Context: an optimization exercise on an open-source flow, tuned for small area and a short achievable clock period. The choices shown serve that exercise and are no tape-out recipe.
No run shown here included a check of the RTL's function; only the layout flow was run.

==> flow/design.v, too long to show whole: its modules and the start of the top module <==
// module rot8_lo: 150 lines
// module rot8_hi: 88 lines
// module rot9_lo: 150 lines
// module rot9_hi: 88 lines
// module rot10_lo: 150 lines
// module rot10_hi: 88 lines
// module rot11_lo: 150 lines
// module rot11_hi: 88 lines
// module rot12_lo: 150 lines
// module rot12_hi: 88 lines
// module rot13_lo: 150 lines
// module rot13_hi: 88 lines
// module rot14_lo: 150 lines
// module rot14_hi: 85 lines
// module rot0_lo: 150 lines
// module rot0_hi: 88 lines
// module rot1_lo: 150 lines
// module rot1_hi: 88 lines
// module rot2_lo: 150 lines
// module rot2_hi: 88 lines
// module rot3_lo: 150 lines
// module rot3_hi: 88 lines
// module rot4_lo: 150 lines
// module rot4_hi: 88 lines
// module rot5_lo: 150 lines
// module rot5_hi: 88 lines
// module rot6_lo: 150 lines
// module rot6_hi: 88 lines
// module rot7_lo: 150 lines
// module rot7_hi: 88 lines
// module cordic: 129 lines
module cordic (
    input  wire                     clk,
    input  wire                     rst,
    input  wire                     valid_i,
    input  wire signed [16:0] x_i,
    input  wire signed [16:0] y_i,
    output wire                     valid_o,
    output wire signed [16:0] x_o,
    output wire signed [16:0] y_o
    );
  // ...
==> flow/run.sh <==
#!/bin/bash
# synth_recipe.tcl (not shown) runs the flow's synth.tcl, then flattens the netlist and writes it again
# the make line also repeats each setting of config.mk as NAME=value (left out here)
make -C /OpenROAD-flow-scripts/flow DESIGN_CONFIG=/design/flow/config.mk WORK_HOME=/design/flow/orfs CLKGATE_MAP_FILE= SYNTH_SCRIPT=/design/flow/synth_recipe.tcl finish
==> flow/config.mk <==
export PLATFORM = sky130hd
export DESIGN_NAME = cordic
export DESIGN_NICKNAME = cordic
export VERILOG_FILES = /design/flow/design.v
export SDC_FILE = /design/flow/constraint.sdc
export NUM_CORES = 4
export LEC_CHECK = 0
export CAP_MARGIN = 20
export CORE_MARGIN = 2
export CORE_UTILIZATION = 40
export SETUP_SLACK_MARGIN = 2.5
export SLEW_MARGIN = 20
export SYNTH_HIERARCHICAL = 1
==> flow/constraint.sdc <==
create_clock -name core_clock -period 4.6 [get_ports {clk}]
set_input_delay 0.9200 -clock core_clock [delete_from_list [all_inputs] [get_ports {clk}]]
set_output_delay 0.9200 -clock core_clock [all_outputs]
set_load 0.01 [all_outputs]
==> summary.txt, run 1 <==
wl on met1 - 43,680 um
layout cells sized above 1 - 29.27%
Antenna Cells - 0
FF-to-FF path depth - 9
Req. time, crit path - 5.23 ns
critical path's most frequent cell - nand2_2
Signal buffers - 483
Max-slew headroom - 52.40%
# hold bufs at CTS - 0
Top Ports - 72
async set-reset flop share out of synthesis - 0%
simple-gate area share of the yosys netlist - 8.085%
status - complete, no violations
CP cell instances - buf_12, xor2_2, ha_1, a21o_1, a221oi_4, nand2_2, nand2_2, fa_2, inv_2
Max Clock Freq - 0.4333 GHz
Die W - 352.8 um
post-route cell area - 63,980 um^2
Min-Delay Path Class - reg -> reg
placed cell area - 51,910 um^2
Clock Path Buffers - 3
Setup WS post-layout - 2.292 ns
Layout area overhead - 31.50%
Logic inverters - 449
Worst-Skew Late Latency - 0.71 ns
die footprint - 124,400 um^2
CTS-repair resized insts - 528
Critical Path Fanout Max - 4
worst slew pin tran - 0.7117 ns
Setup TNS - 0 ns
Hold Crit Endpoint - u7_hi.xn[5]
==> inputs of run 2 (changes only) <==
--- a/flow/config.mk
+++ b/flow/config.mk
@@ -9,5 +9,6 @@
 export CORE_MARGIN = 2
 export CORE_UTILIZATION = 40
-export SETUP_SLACK_MARGIN = 2.5
+export CTS_BUF_LIST = sky130_fd_sc_hd__clkbuf_4 sky130_fd_sc_hd__clkbuf_8
+export SETUP_SLACK_MARGIN = 1.8
 export SLEW_MARGIN = 20
 export SYNTH_HIERARCHICAL = 1
==> summary.txt, run 2 <==
CP Class - reg -> reg (unchanged)
drt via density - 4.587 (was 4.682)
cell taking the most area after synthesis - dfxtp_1 (unchanged)
Largest register FFs - 31 (unchanged)
GR Overflow Total - 0 (unchanged)
Core Region - 120,300 um^2 (unchanged)
worst slew pin tran - 1.017 ns (was 0.7117 ns)
Max-cap violations - 0 (unchanged)
Max Clock Freq - 0.3706 GHz (was 0.4333 GHz)
FF-to-FF path depth - 8 (was 9)
starting DRC count in detailed routing - 1,097 (was 1,167)
Slew Viols, Final - 0 (unchanged)
routed length per instance - 14.37 um (was 15.47 um)
Top Ports - 72 (unchanged)
most frequent cells in the layout - 1,131 x dfxtp_1, 450 x ha_1, 437 x inv_1 (was 1,066 x dfxtp_1, 420 x inv_1, 323 x ha_1)
Synth Flop Type - dfxtp_1 (unchanged)
clock buffer count from CTS - 183 (was 113)
RSZ-0062 raised after global routing - true (unchanged)
Commonest cells post-synth - 1,144 x dfxtp_1, 450 x ha_1, 437 x inv_1, 353 x xnor2_1, 271 x xor2_1 (unchanged)
Fin. Hold Viols - 0 (unchanged)
fin crit period - 2.698 ns (was 2.308 ns)
dpl hpwl - 69,780 um (was 69,380 um)
Min-Delay Path Class - reg -> reg (unchanged)
Synth area leaders - dfxtp_1 47%, ha_1 12%, fa_1 7.4% (unchanged)
async set-reset flop share out of synthesis - 0% (unchanged)
Setup Viol. Count Final - 0 (unchanged)
final wirelength - 90,040 um (was 101,200 um)
Unique masters post-synth - 89 (unchanged)
Layout area overhead - 14.04% (was 31.50%)
overall die height - 352.8 um (unchanged)
Critical Path Start - u13_hi.dn (was u1_hi.dn)
CTS tree - yes (unchanged)
register area share after synthesis - 47.07% (unchanged)
worst hold start - u14_lo.xl[8] (was u7_lo.xl[5])
most common library cell in the layout ignoring fill and taps - dfxtp_1 (unchanged)
CTS Root Cell - clkbuf_8 (was clkbuf_16)
global-route wire length before repair - 150,500 um (was 160,800 um)
Avg Cell Area, Syn - 11.36 um^2 (unchanged)
Max-slew headroom - 32.02% (was 52.40%)
Clock Path Buffers - 3 (unchanged)
CTS clk-pin slew, worst paths - 0.07 ns (was 0.06 ns)
Critical Path Fanout Max - 10 (was 4)
Initial Utilization - 40.45% (unchanged)
Yosys Warn Count - 37 (unchanged)
vias in the first global route - 30,501 (was 32,167)
initial antenna violation count - 1 (was 0)
die footprint - 124,400 um^2 (unchanged)
CTS sink count - 1,144 (unchanged)
area share of the largest cell type after synthesis - 47.07% (unchanged)
GRT Overall Usage - 14.78% (was 15.66%)
hold path cells - 0 (unchanged)
Startpoint Class - flop (unchanged)
Setup TNS - 0 ns (unchanged)
Biggest register - vp (unchanged)
largest net degree at the start of global routing - 32 (unchanged)
port buffer count - 71 (unchanged)
GP Congestion - 0.8240 (was 0.8161)
Post-Syn Area - 48,660 um^2 (unchanged)
Clock Skew - 0.03406 ns (was 0.03843 ns)
status - complete, no violations (unchanged)
WP data arrival - 3.48 ns (was 2.94 ns)
Vias - 28,746 (was 30,643)
Mapped Cells - 4,284 (unchanged)
EDFF count, synth - 0 (unchanged)
row count - 127 (unchanged)
Worst-Skew Late Latency - 0.85 ns (was 0.71 ns)
RR Startpoint - u13_hi.dn (was u1_hi.dn)
# hold bufs at CTS - 0 (unchanged)
Mapped Nets - 4,951 (unchanged)
Reg2Reg Setup Slack - 1.90 ns (was 2.29 ns)
most frequent cell after synthesis - dfxtp_1 (unchanged)
layout cells sized above 1 - 10.51% (was 29.27%)
crit end category - flop (unchanged)
Final nets - 5,173 (was 5,508)
Tcrit/Tclk final - 58.66% (was 50.17%)
ANT nets after route - 0 (unchanged)
drt pass-1 iters - 5 (was 6)
H-tree levels - 4 (was 3)
Req. time, crit path - 5.38 ns (was 5.23 ns)
#FFs+latches synth - 1,144 (unchanged)
DRC errors left - 0 (unchanged)
Die W - 352.8 um (unchanged)
## run 2: repair_timing
item                                    in CTS  in global routing
setup buffers                                0                  0
endpoints found under the hold margin        0                  0
endpoints found under the setup margin      26                 29
gates resized for setup                     10                 16
## run 2: final cells by class
cell class,count,area (um^2)
well taps,1612,2017
inverters,449,1695
fillers,11191,64800
diodes,1,2.502
multi-input cells,2650,23900
flip-flops and latches,1144,22920
repair buffers,78,767.0
clock buffers,270,3497
clock inverters,63,685.7
## run 2: metrics by stage
| stage | hold slack, ns | worst slack, ns | util (%) | std cells | cell area (um^2) |
|---|---|---|---|---|---|
| 2_1_floorplan | 0.3096 | 2.042 | - | 4284 | 48660 |
| 3_3_place_gp | 0.3099 | 1.710 | 42.54 | 5933 | 51180 |
| 3_5_place_dp | 0.3121 | 1.644 | 42.54 | 5933 | 51180 |
| 4_1_cts | 0.2992 | 1.773 | 46.05 | 6266 | 55400 |
| 5_1_grt | 0.3084 | 1.769 | 46.13 | 6267 | 55490 |
| 6_report | 0.3131 | 1.902 | 46.13 | 6267 | 55490 |
## run 2: worst paths after layout
check / end
setup reg to reg: u14_lo.yl[7]
setup / recovery: u14_lo.yl[7]
hold reg to reg: u14_hi.xn[8]
hold / removal: u14_hi.xn[8]
## run 2: kinds of logic (layout without fill, tap and decap cells)
family,after synthesis,in the layout,synth area share (%)
compound gates,622,622,9.209
xor+xnor,645,645,12.16
fa+ha+maj,630,630,18.98
buf+inv,490,860,4.019
flops,1144,1144,47.07
mux,16,16,0.4834
other cells,0,1,0
simple gates,737,737,8.085
## run 2: per-layer routing
layer | GRT usage [%] | wire (um) | up-vias
met5 | 0 | 0 | -
met4 | 5.769 | 2360 | 0
met3 | 2.672 | 2796 | 164
met2 | 25.81 | 43780 | 389
met1 | 17.99 | 41100 | 13410
li1 | - | - | 14783
## run 2: critical path: stages, from the launching register on
cell      delay (ns)
dfxtp_1         0.57
xor2_2          0.49
ha_1            0.38
a21o_1          0.23
a221oi_4        0.33
nand2_2         0.09
nand2_1         0.08
fa_1            0.41
inv_1           0.06
## run 2: Yosys stat by module (local to each module, per instance), a selection
module,cell area [um^2],flops+latches,cells inside
rot6_hi,1262,35,104
rot4_hi,1279,35,105
rot9_lo,1819,37,170
rot12_hi,1314,35,110
rot14_hi,1095,34,81
rot8_lo,1841,37,173
rot13_lo,1713,37,155
rot11_lo,1729,37,154
==> inputs of run 3 (changes only) <==
==> flow/flow/run.sh (new file) <==
#!/bin/bash
# The standard layout (standard.sh: ORFS from synthesis to the final layout), with one change:
# ADDER_MAP_FILE is empty, so ORFS's synthesis skips Yosys's full/half adder extraction and abc maps
# the adders' logic like the rest. Everything else, including the registers, is the standard flow.
set -euo pipefail
cd "$(dirname "$0")/.."
export ADDER_MAP_FILE=
bash standard.sh > standard.log 2>&1
==> flow/standard.sh (new file) <==
#!/bin/bash
# synth_recipe.tcl (not shown) runs the flow's synth.tcl, then flattens the netlist and writes it again
# the make line also repeats each setting of config.mk as NAME=value (left out here)
make -C /OpenROAD-flow-scripts/flow DESIGN_CONFIG=/design/flow/config.mk WORK_HOME=/design/flow/orfs CLKGATE_MAP_FILE= SYNTH_SCRIPT=/design/flow/synth_recipe.tcl "${@:-finish}"
--- a/flow/config.mk
+++ b/flow/config.mk
@@ -6,9 +6,9 @@
 export NUM_CORES = 4
 export LEC_CHECK = 0
+export ABC_AREA = 1
 export CAP_MARGIN = 20
 export CORE_MARGIN = 2
 export CORE_UTILIZATION = 40
-export CTS_BUF_LIST = sky130_fd_sc_hd__clkbuf_4 sky130_fd_sc_hd__clkbuf_8
-export SETUP_SLACK_MARGIN = 1.8
+export SETUP_SLACK_MARGIN = 2.2
 export SLEW_MARGIN = 20
 export SYNTH_HIERARCHICAL = 1
removed: flow/run.sh
==> summary.txt, run 3 <==
status - complete, no violations (unchanged)
WP buf/inv - 1 (unchanged)
ANT nets after route - 0 (unchanged)
Top Ports - 72 (unchanged)
vias in the first global route - 38,246 (was 30,501)
most common library cell in the layout ignoring fill and taps - nand2_1 (was dfxtp_1)
drt via density - 4.408 (was 4.587)
Clock Skew - 0.05640 ns (was 0.03406 ns)
cell taking the most area after synthesis - dfxtp_1 (unchanged)
Slowest cell on crit path - dfxtp_1 (unchanged)
area used by multi-input combinational logic - 26,120 um^2 (was 23,900 um^2)
routed length per instance - 11.37 um (was 14.37 um)
#FFs+latches synth - 1,144 (unchanged)
placed cell area - 55,940 um^2 (was 51,180 um^2)
area share of the largest cell type after synthesis - 42.49% (was 47.07%)
Clock Path Buffers - 3 (unchanged)
Setup Viol. Count Final - 0 (unchanged)
Antenna Cells - 0 (was 1)
Avg Cell Area, Syn - 7.396 um^2 (was 11.36 um^2)
Reg2Reg Setup Slack - 2.42 ns (was 1.90 ns)
filler instances - 13,141 (was 11,191)
RR Startpoint - u8_hi.dn (was u13_hi.dn)
Min-Delay Path Class - reg -> reg (unchanged)
Vias - 40,886 (was 28,746)
register area share after synthesis - 42.49% (was 47.07%)
worst hold start - u2_lo.xl[3] (was u14_lo.xl[8])
Worst-Skew Late Latency - 0.75 ns (was 0.85 ns)
Startpoint Class - flop (unchanged)
Sequential Area - 22,910 um^2 (was 22,920 um^2)
FF-to-FF path depth - 11 (was 8)
Hold Crit Endpoint - u2_hi.xn[3] (was u14_hi.xn[8])
initial antenna violation count - 3 (was 1)
CP Class - reg -> out (was reg -> reg)
WP data arrival - 1.36 ns (was 3.48 ns)
die footprint - 137,700 um^2 (was 124,400 um^2)
Largest register FFs - 31 (unchanged)
Max-cap violations - 0 (unchanged)
CTS tree - yes (unchanged)
Layout area overhead - 11.41% (was 14.04%)
crit end category - output pin (was flop)
post-route cell area - 60,050 um^2 (was 55,490 um^2)
RSZ-0062 raised after global routing - false (was true)
clock buffer count from CTS - 116 (was 183)
GP Congestion - 0.8276 (was 0.8240)
Unique masters post-synth - 66 (was 89)
R2R Path End - u9_lo.xl[5] (was u14_lo.yl[7])
Core Region - 133,600 um^2 (was 120,300 um^2)
Initial Utilization - 40.33% (was 40.45%)
fin crit period - 2.277 ns (was 2.698 ns)
DRC errors left - 0 (unchanged)
EDFF count, synth - 0 (unchanged)
worst slew pin tran - 1.013 ns (was 1.017 ns)
kind of cell adding the most delay to the critical path - flip-flops (was adder cells)
most frequent cells in the layout - 2,359 x nand2_1, 1,136 x dfxtp_1, 899 x inv_1 (was 1,131 x dfxtp_1, 450 x ha_1, 437 x inv_1)
Commonest cells post-synth - 2,359 x nand2_1, 1,144 x dfxtp_1, 901 x inv_1, 496 x nand2_2, 438 x nand3_1 (was 1,144 x dfxtp_1, 450 x ha_1, 437 x inv_1, 353 x xnor2_1, 271 x xor2_1)
Setup TNS - 0 ns (unchanged)
global-route wire length before repair - 177,900 um (was 150,500 um)
Tcrit/Tclk final - 49.50% (was 58.66%)
Req. time, crit path - 3.68 ns (was 5.38 ns)
Post-Syn Area - 53,900 um^2 (was 48,660 um^2)
Max Clock Freq - 0.4391 GHz (was 0.3706 GHz)
Slew Viols, Final - 0 (unchanged)
Critical Path Fanout Max - 1 (was 10)
async set-reset flop share out of synthesis - 0% (unchanged)
Synth Flop Type - dfxtp_1 (unchanged)
Max-slew headroom - 32.23% (was 32.02%)
CTS sink count - 1,144 (unchanged)
GR Overflow Total - 0 (unchanged)
Die W - 371.1 um (was 352.8 um)
port buffer count - 71 (unchanged)
dpl hpwl - 82,430 um (was 69,780 um)
final wirelength - 105,500 um (was 90,040 um)
GRT Overall Usage - 15.49% (was 14.78%)
starting DRC count in detailed routing - 1,788 (was 1,097)
Yosys Warn Count - 37 (unchanged)
Synth area leaders - dfxtp_1 42%, nand2_1 16%, inv_1 6.3% (was dfxtp_1 47%, ha_1 12%, fa_1 7.4%)
CTS clk-pin slew, worst paths - 0.06 ns (was 0.07 ns)
overall die height - 371.1 um (was 352.8 um)
layout cells sized above 1 - 15.90% (was 10.51%)
Fin. Hold Viols - 0 (unchanged)
most frequent cell after synthesis - nand2_1 (was dfxtp_1)
hold path cells - 0 (unchanged)
Mapped Cells - 7,287 (was 4,284)
largest net degree at the start of global routing - 32 (unchanged)
CP cell instances - dlygate4sd2_1 (was xor2_2, ha_1, a21o_1, a221oi_4, nand2_2, nand2_1, fa_1, inv_1)
Biggest register - vp (unchanged)
Final nets - 7,446 (was 5,173)
Final Util - 44.94% (was 46.13%)
delay of the slowest critical-path stage - 0.34 ns (was 0.57 ns)
CTS Root Cell - clkbuf_16 (was clkbuf_8)
Mapped Nets - 7,324 (was 4,951)
# hold bufs at CTS - 0 (unchanged)
drt pass-1 iters - 5 (unchanged)
row count - 134 (was 127)
H-tree levels - 3 (was 4)
run 3: cell count changes after synthesis, sizes merged, moves of 98 or more:
cell / delta
ha: -450
fa: -180
inv: +585
a21o: -98
nor2: +298
xnor2: -200
nand3: +524
nand2: +2789
run 3: stage by stage:
| stage | hold WS, ns | std cells | setup WS (ns) |
|---|---|---|---|
| global route | 0.2853 | 9276 | 2.204 |
| finish | 0.2825 | 9276 | 2.323 |
| detailed placement | 0.3121 | 9055 | 2.090 |
| floorplan | 0.3096 | 7287 | 2.959 |
| CTS | 0.2690 | 9272 | 2.215 |
| global placement | 0.3098 | 9055 | 2.124 |
run 3: Yosys stat by module, one instance, submodules excluded, a selection:
module	cells	copies in the design	flip-flops and latches
cordic	315	1	66
rot2_lo	327	1	37
rot8_lo	326	1	37
rot4_lo	320	1	37
rot7_lo	326	1	37
rot12_lo	286	1	37
rot14_lo	260	1	37
rot13_lo	269	1	37
rot1_hi	182	1	35
rot0_hi	172	1	35
rot13_hi	153	1	35
rot10_hi	153	1	35
rot9_hi	153	1	35
rot8_hi	153	1	35
rot14_hi	137	1	34
run 3: worst reg2reg max path: stages, from the launching register on:
cell     delay, ns
dfxtp_1       0.30
buf_4         0.20
inv_2         0.34
nand2_1       0.13
nand2_1       0.14
nand2_1       0.06
nand2_1       0.09
nand3_1       0.10
nand2_2       0.15
nand2_1       0.07
nand2_1       0.07
xor2_1        0.39
run 3: repair_timing:
action | CTS | global route
gates resized for setup | 40 | 10
endpoints found under the setup margin | 62 | 45
setup buffers | 0 | 2
cloned | 0 | 2
run 3: layout make-up:
cell class | count | share of cell area [%]
clock buffer | 150 | 5.414
clock inverter | 67 | 1.388
inverter | 1040 | 6.608
multi-input combinational | 5025 | 43.50
sequential | 1144 | 38.16
tap | 1768 | 3.684
timing repair buffer | 80 | 1.223
timing repair inverter | 2 | 0.02500
run 3: worst max path at each step:
stage,slack (ns),to,cells after the start,from
after floorplan,2.96,d0,5,y_i[6]
after global placement,2.12,u8_lo.xl[10],13,u7_hi.dn
after detailed placement,2.09,x0[2],3,x_i[16]
after CTS,2.22,x_o[3],1,u14_hi.xn[3]
after global routing,2.20,u6_lo.xc,14,u5_hi.dn
final,2.32,x_o[3],1,u14_hi.xn[3]
run 3: cells by family after synthesis:
kind of cell           after synthesis  synth area share [%]
flip-flops                        1144                 42.49
buffers and inverters             1118                 9.075
XOR/XNOR                           495                 8.169
AO/OA/AOI/OAI                      367                 4.107
AND/OR/NAND/NOR                   4163                 36.16
run 3: layer usage:
layer | global-route usage, % | vias to the layer above | wire length, um
li1 | - | 22400 | -
met1 | 19.19 | 17814 | 49270
met2 | 26.97 | 503 | 49310
met3 | 2.540 | 169 | 3922
met4 | 5.582 | 0 | 2995
met5 | 0 | - | 0

-- separate check: timing with driven ports --
In the flow no input, the clock included, has a driving cell. The finished layouts below were timed again as built, in two steps.
Step 1 assumes that a clkbuf_16 drives the clock port and a buf_2 every other input.
Step 2 adds t to the input delays and takes it off the output delays; t is the mean of the earliest and latest rising clock arrival at the registers after step 1. Input paths then give back, and output paths get back, about the clock's delay inside the block.
a / b / c = no drivers / after step 1 / after step 2; a / b = the first two.
run	shift t [ns]	setup WS [ns]	worst setup path after step 2	clock arrival spread, ns	worst slew at a driven data input, ns
run 1	0.768	2.292 / 2.292 / 1.822	input to register	0.040 / 0.041	0.05
run 2	0.899	1.902 / 1.902 / 1.764	input to register	0.045 / 0.045	0.04
run 3	0.795	2.323 / 2.254 / 2.121	input to register	0.056 / 0.056	0.07
After both steps every run listed still meets setup and hold. For run 1, which loses most, drivers alone change the setup slack by 0.000 ns; drivers and shift together by -0.470 ns.
